Background: an optimization exercise with open tools, aiming at small area, a short achievable clock period and few clock cycles. Do not read the settings as production practice. Power figures rest on the tool's default switching activity, not on a simulated workload.

==> flow/design.v <==
module rle (
    clk,
    nreset,
    start,
    message_addr,
    message_size,
    rle_addr,
    rle_size,
    done,
    port_A_data_in,
    port_A_data_out,
    port_A_addr,
    port_A_we
    );
input   clk;
input   nreset;
input   start;
input   [31:0] message_addr;
input   [31:0] message_size;
input   [31:0] rle_addr;
input   [31:0] port_A_data_out;
output reg [31:0] port_A_data_in;
output  [15:0] port_A_addr;
output reg port_A_we;
output  [31:0] rle_size;
output  done;
reg        busy;        
reg        rnew;        
reg        dv;          
reg        dlast;       
reg [31:0] q;           
reg        qe0;         
reg        q_v;         
reg        qlast;       
reg [1:0]  qlst;        
reg [3:1]  qne;         
reg [3:1]  qok;         
reg        fl;          
reg [13:0] rleft;       
reg [1:0]  lastidx;     
reg [13:0] raddr;
reg [13:0] waddr;
reg [7:0]  v;           
reg [7:0]  c;           
reg        have;        
reg [7:0]  rem_b;       
reg [7:0]  rem_rv;      
reg        rem_rc2;     
reg        rem_v;
reg        rem_2;       
reg        rem_b1;      
reg [15:0] pend;        
reg        pend_v;
reg [13:0] rsw;         
reg        odd;         
assign done = ~busy;
assign rle_size = {16'd0, rsw, odd, 1'b0};
wire [13:0] aword = port_A_we ? waddr : raddr;
assign port_A_addr = {aword, 2'b00};
wire [13:0] anext = aword + 14'd1;      
wire [31:0] x = port_A_data_out;
wire        cap = dv & ~(q_v & rem_v);
wire [1:0]  xlst = dlast ? lastidx : 2'd3;
always @(posedge clk) begin
    if (cap) begin
        q <= x;
        qe0 <= (x[7:0] == q[31:24]);
        qlast <= dlast;
        qlst <= xlst;
        qok <= {xlst == 2'd3, xlst[1], xlst != 2'd0};
        qne <= {(xlst == 2'd3) & (x[31:24] != x[23:16]),
                xlst[1] & (x[23:16] != x[15:8]),
                (xlst != 2'd0) & (x[15:8] != x[7:0])};
    end
end
wire [31:0] d = q;
wire        dact = q_v & ~rem_v;             
wire        flush = fl & ~rem_v;             
wire        act = rem_v | q_v | fl;
wire [1:0]  dlst = qlst;
wire eq0 = qe0;
wire eq1 = ~qne[1];
wire eq2 = ~qne[2];
wire c255 = (c == 8'd255);
wire c254 = (c == 8'd254);
wire c253 = (c == 8'd253);
wire c252 = (c == 8'd252);
wire [3:0] dbnd;
assign dbnd[0] = have & (~eq0 | c255);
assign dbnd[1] = qne[1] | (qok[1] & c254 & eq0);
assign dbnd[2] = qne[2] | (qok[2] & c253 & eq0 & eq1);
assign dbnd[3] = qne[3] | (qok[3] & c252 & eq0 & eq1 & eq2);
wire [3:0] b = dbnd;
wire d_nb0 = ~|b;
wire d_ge2 = (b[0] & b[1]) | (b[0] & b[2]) | (b[0] & b[3]) |
             (b[1] & b[2]) | (b[1] & b[3]) | (b[2] & b[3]);
wire d_nb3 = (b[0] & b[1] & b[2]) | (b[0] & b[1] & b[3]) |
             (b[0] & b[2] & b[3]) | (b[1] & b[2] & b[3]);
wire d_three = b[0] & b[1] & b[2];           
wire [3:0] f1;
assign f1[0] = b[0];
assign f1[1] = b[1] & ~b[0];
assign f1[2] = b[2] & ~b[1] & ~b[0];
assign f1[3] = b[3] & ~b[2] & ~b[1] & ~b[0];
wire [7:0] c1 = c + 8'd1;
wire [7:0] c2 = c + 8'd2;
wire [7:0] c3 = c + 8'd3;
wire [7:0] veff = have ? v : d[7:0];         
wire [7:0] d_len1 = ({8{f1[0]}} & c) | ({8{f1[1]}} & c1) |
                    ({8{f1[2]}} & c2) | ({8{f1[3]}} & c3);
wire [7:0] d_val2 = ({8{f1[0]}} & d[7:0]) | ({8{f1[1]}} & d[15:8]) |
                    ({8{f1[2]}} & d[23:16]);
reg  [1:0] d_len2;      
always @(*) begin
    case (b[2:0])
    3'b101:  d_len2 = 2'd2;
    3'b001:  d_len2 = b[3] ? 2'd3 : 2'd1;
    3'b010:  d_len2 = b[3] ? 2'd2 : 2'd1;
    default: d_len2 = 2'd1;
    endcase
end
reg [7:0] vlast;
always @(*) begin
    case (dlst)
    2'd0: vlast = d[7:0];
    2'd1: vlast = d[15:8];
    2'd2: vlast = d[23:16];
    default: vlast = d[31:24];
    endcase
end
reg [2:0] d_cs;
always @(*) begin
    if (b[3])
        d_cs = 3'd1;
    else if (b[2])
        d_cs = {1'b0, dlst} - 3'd1;
    else if (b[1])
        d_cs = {1'b0, dlst};
    else
        d_cs = {1'b0, dlst} + 3'd1;
end
wire [7:0] clast = c + {6'd0, dlst} + 8'd1;
wire [7:0] d_c = d_nb0 ? clast : {5'd0, d_cs};
wire r_two = rem_v & rem_2 & rem_b1;
wire [15:0] p1 = dact ? {veff, d_len1} :
                 rem_v ? {rem_rv, 6'd0, rem_rc2, ~rem_rc2} : {v, c};
wire [15:0] p2 = dact ? {d_val2, 6'd0, d_len2} : {rem_b, 8'd1};
wire nb0 = dact ? d_nb0 : ~(rem_v | flush);
wire ge2 = dact ? d_ge2 : r_two;
wire nb1 = ~nb0 & ~ge2;
wire nb3 = dact & d_nb3;
wire [7:0] c_n = dact ? d_c : {6'd0, rem_2 & ~rem_b1, ~(rem_2 & ~rem_b1)};
wire        out = flush | ge2 | (~nb0 & pend_v);
wire [31:0] ow = pend_v ? {p1, pend} : {flush ? 16'd0 : p2, p1};
always @(posedge clk or negedge nreset) begin
    if (!nreset) begin
        busy <= 1'b0;
        rnew <= 1'b0;
        dv <= 1'b0;
        q_v <= 1'b0;
        rem_v <= 1'b0;
        fl <= 1'b0;
        port_A_we <= 1'b0;
    end else if (!busy) begin
        port_A_we <= 1'b0;
        rem_v <= 1'b0;
        dv <= 1'b0;
        q_v <= 1'b0;
        fl <= 1'b0;
        busy <= start;
        rnew <= start;
    end else begin
        port_A_we <= out;
        rnew <= ~out & (rnew ? (rleft != 14'd1) : (rleft != 14'd0));
        dv <= rnew | (dv & ~cap);
        q_v <= cap | (q_v & rem_v);
        rem_v <= dact & nb3;
        fl <= fl | (dact & qlast);
        if (flush)
            busy <= 1'b0;
    end
end
always @(posedge clk) begin
    rem_b <= d[23:16];
    rem_rv <= d_three ? d[15:8] : d[23:16];
    rem_rc2 <= ~(d_three | b[2]);
    rem_2 <= d_three & (dlst == 2'd3);
    rem_b1 <= dbnd[3];
    port_A_data_in <= ow;
end
always @(posedge clk) begin
    if (!busy) begin
        raddr <= message_addr[15:2];
        waddr <= rle_addr[15:2];
        rleft <= message_size[15:2] + {13'd0, message_size[1:0] != 2'd0};
        lastidx <= message_size[1:0] - 2'd1;
        c <= 8'd0;
        have <= 1'b0;
        pend_v <= 1'b0;
        if (start) begin
            rsw <= 14'd0;
            odd <= 1'b0;
        end
    end else begin
        if (rnew) begin
            raddr <= anext;
            rleft <= rleft - 14'd1;
            dlast <= (rleft == 14'd1);
        end
        if (port_A_we)
            waddr <= anext;
        if (act) begin
            have <= 1'b1;
            if (dact)
                v <= vlast;
            c <= c_n;
        end
        if (act & ~nb0)
            pend <= pend_v ? p2 : p1;
        pend_v <= pend_v ^ (act & nb1);
        rsw <= rsw + {13'd0, port_A_we} + {13'd0, flush & pend_v};
        if (flush)
            odd <= ~pend_v;
    end
end
endmodule
==> flow/config.mk <==
export PLATFORM = sky130hd
export DESIGN_NAME = rle
export DESIGN_NICKNAME = rle
export VERILOG_FILES = /design/flow/design.v
export SDC_FILE = /design/flow/constraint.sdc
export NUM_CORES = 4
export LEC_CHECK = 0
export CAP_MARGIN = 20
export CORE_MARGIN = 2
export CORE_UTILIZATION = 60
export SETUP_SLACK_MARGIN = 2.0
export SLEW_MARGIN = 20
==> flow/constraint.sdc <==
create_clock -name core_clock -period 4.5 [get_ports {clk}]
set_input_delay 0.9000 -clock core_clock [delete_from_list [all_inputs] [get_ports {clk}]]
set_output_delay 0.9000 -clock core_clock [all_outputs]
set_load 0.01 [all_outputs]
standard.sh (not shown) runs the stock make flow with config.mk's settings and CLKGATE_MAP_FILE= SYNTH_SCRIPT=/design/flow/synth_recipe.tcl, a recipe that flattens the netlist after the stock synthesis.
==> flow/flow/run.sh <==
#!/bin/bash
# Standard layout, with plain buf_1 cells as the port buffers and a clock
# tree of smaller buffers without dummy loads.
export BUFFER_PORTS_ARGS="-buffer_cell sky130_fd_sc_hd__buf_1"
export CTS_ARGS="-sink_clustering_enable -repair_clock_nets -buf_list {sky130_fd_sc_hd__clkbuf_4 sky130_fd_sc_hd__clkbuf_8} -dont_use_dummy_load"
bash standard.sh > standard.log 2>&1
==> next run, changes <==
--- a/flow/design.v
+++ b/flow/design.v
@@ -30,10 +30,9 @@
 reg        dlast;       
 reg [31:0] q;           
-reg        qe0;         
+reg [3:0]  qe;          
 reg        q_v;         
 reg        qlast;       
 reg [1:0]  qlst;        
 reg [3:1]  qne;         
-reg [3:1]  qok;         
 reg        fl;          
 reg [13:0] rleft;       
@@ -56,7 +55,9 @@
 assign done = ~busy;
 assign rle_size = {16'd0, rsw, odd, 1'b0};
-wire [13:0] aword = port_A_we ? waddr : raddr;
+reg  [13:0] aword;      
 assign port_A_addr = {aword, 2'b00};
 wire [13:0] anext = aword + 14'd1;      
+wire [13:0] raddr_n = rnew ? anext : raddr;
+wire [13:0] waddr_n = port_A_we ? anext : waddr;
 wire [31:0] x = port_A_data_out;
 wire        cap = dv & ~(q_v & rem_v);
@@ -65,8 +66,8 @@
     if (cap) begin
         q <= x;
-        qe0 <= (x[7:0] == q[31:24]);
+        qe <= {x[31:24] == x[23:16], x[23:16] == x[15:8],
+               x[15:8] == x[7:0], x[7:0] == q[31:24]};
         qlast <= dlast;
         qlst <= xlst;
-        qok <= {xlst == 2'd3, xlst[1], xlst != 2'd0};
         qne <= {(xlst == 2'd3) & (x[31:24] != x[23:16]),
                 xlst[1] & (x[23:16] != x[15:8]),
@@ -79,7 +80,8 @@
 wire        act = rem_v | q_v | fl;
 wire [1:0]  dlst = qlst;
-wire eq0 = qe0;
-wire eq1 = ~qne[1];
-wire eq2 = ~qne[2];
+wire eq0 = qe[0];
+wire eq1 = qe[1];
+wire eq2 = qe[2];
+wire eq3 = qe[3];
 wire c255 = (c == 8'd255);
 wire c254 = (c == 8'd254);
@@ -88,7 +90,7 @@
 wire [3:0] dbnd;
 assign dbnd[0] = have & (~eq0 | c255);
-assign dbnd[1] = qne[1] | (qok[1] & c254 & eq0);
-assign dbnd[2] = qne[2] | (qok[2] & c253 & eq0 & eq1);
-assign dbnd[3] = qne[3] | (qok[3] & c252 & eq0 & eq1 & eq2);
+assign dbnd[1] = qne[1] | ((dlst != 2'd0) & c254 & eq0);
+assign dbnd[2] = qne[2] | (dlst[1] & c253 & eq0 & eq1);
+assign dbnd[3] = qne[3] | ((dlst == 2'd3) & c252 & eq0 & eq1 & eq2);
 wire [3:0] b = dbnd;
 wire d_nb0 = ~|b;
@@ -193,4 +195,5 @@
         raddr <= message_addr[15:2];
         waddr <= rle_addr[15:2];
+        aword <= message_addr[15:2];
         rleft <= message_size[15:2] + {13'd0, message_size[1:0] != 2'd0};
         lastidx <= message_size[1:0] - 2'd1;
@@ -204,10 +207,11 @@
     end else begin
         if (rnew) begin
-            raddr <= anext;
+            raddr <= raddr_n;
             rleft <= rleft - 14'd1;
             dlast <= (rleft == 14'd1);
         end
         if (port_A_we)
-            waddr <= anext;
+            waddr <= waddr_n;
+        aword <= out ? waddr_n : raddr_n;
         if (act) begin
             have <= 1'b1;
Clock skew grows by 8.8 ps.
Cell area grows by a little under a tenth.
Total power grows by about a fifth.
Sequential share of layout area shrinks by 1.1 points.
Cell count grows by roughly a tenth.
Global-route usage grows by 1.5 points.
Worst hold slack got worse by 12 ps.
Core utilization grows by 2.5 points.
Wire length grows by roughly a tenth.
Sequential power grows by a little under a tenth.
Non-clock buffer count grows by 38.
Function was not checked in any run of this note: the RTL went through the layout flow alone.

[port drivers added, routing unchanged]
In the flow no input, the clock included, has a driving cell. The finished layouts below were timed again as built, in two steps.
Step 1 assumes that a clkbuf_16 drives the clock port and a buf_2 every other input.
Step 2 times the ports against the registers' clock, not the clock port: input delays grow and output delays shrink by t, the midpoint of the rising clock arrivals with the driver on.
a / b / c = no drivers / after step 1 / after step 2; a / b = the first two.
| run | t, ns | setup WS [ns] | latest minus earliest clock arrival (ns) | worst data-port slew with drivers (ns) | cell pins on the clock port's net |
|---|---|---|---|---|---|
| the first run | 0.501 | 2.014 / 1.974 / 1.931 | 0.042 / 0.042 | 0.06 | 1 |
| the second run | 0.547 | 2.000 / 2.000 / 1.865 | 0.053 / 0.054 | 0.04 | 1 |
After both steps setup and hold are still met in every run listed. The setup slack of the second run, which loses most, moves by 0.000 ns with the drivers and by -0.135 ns with both steps.
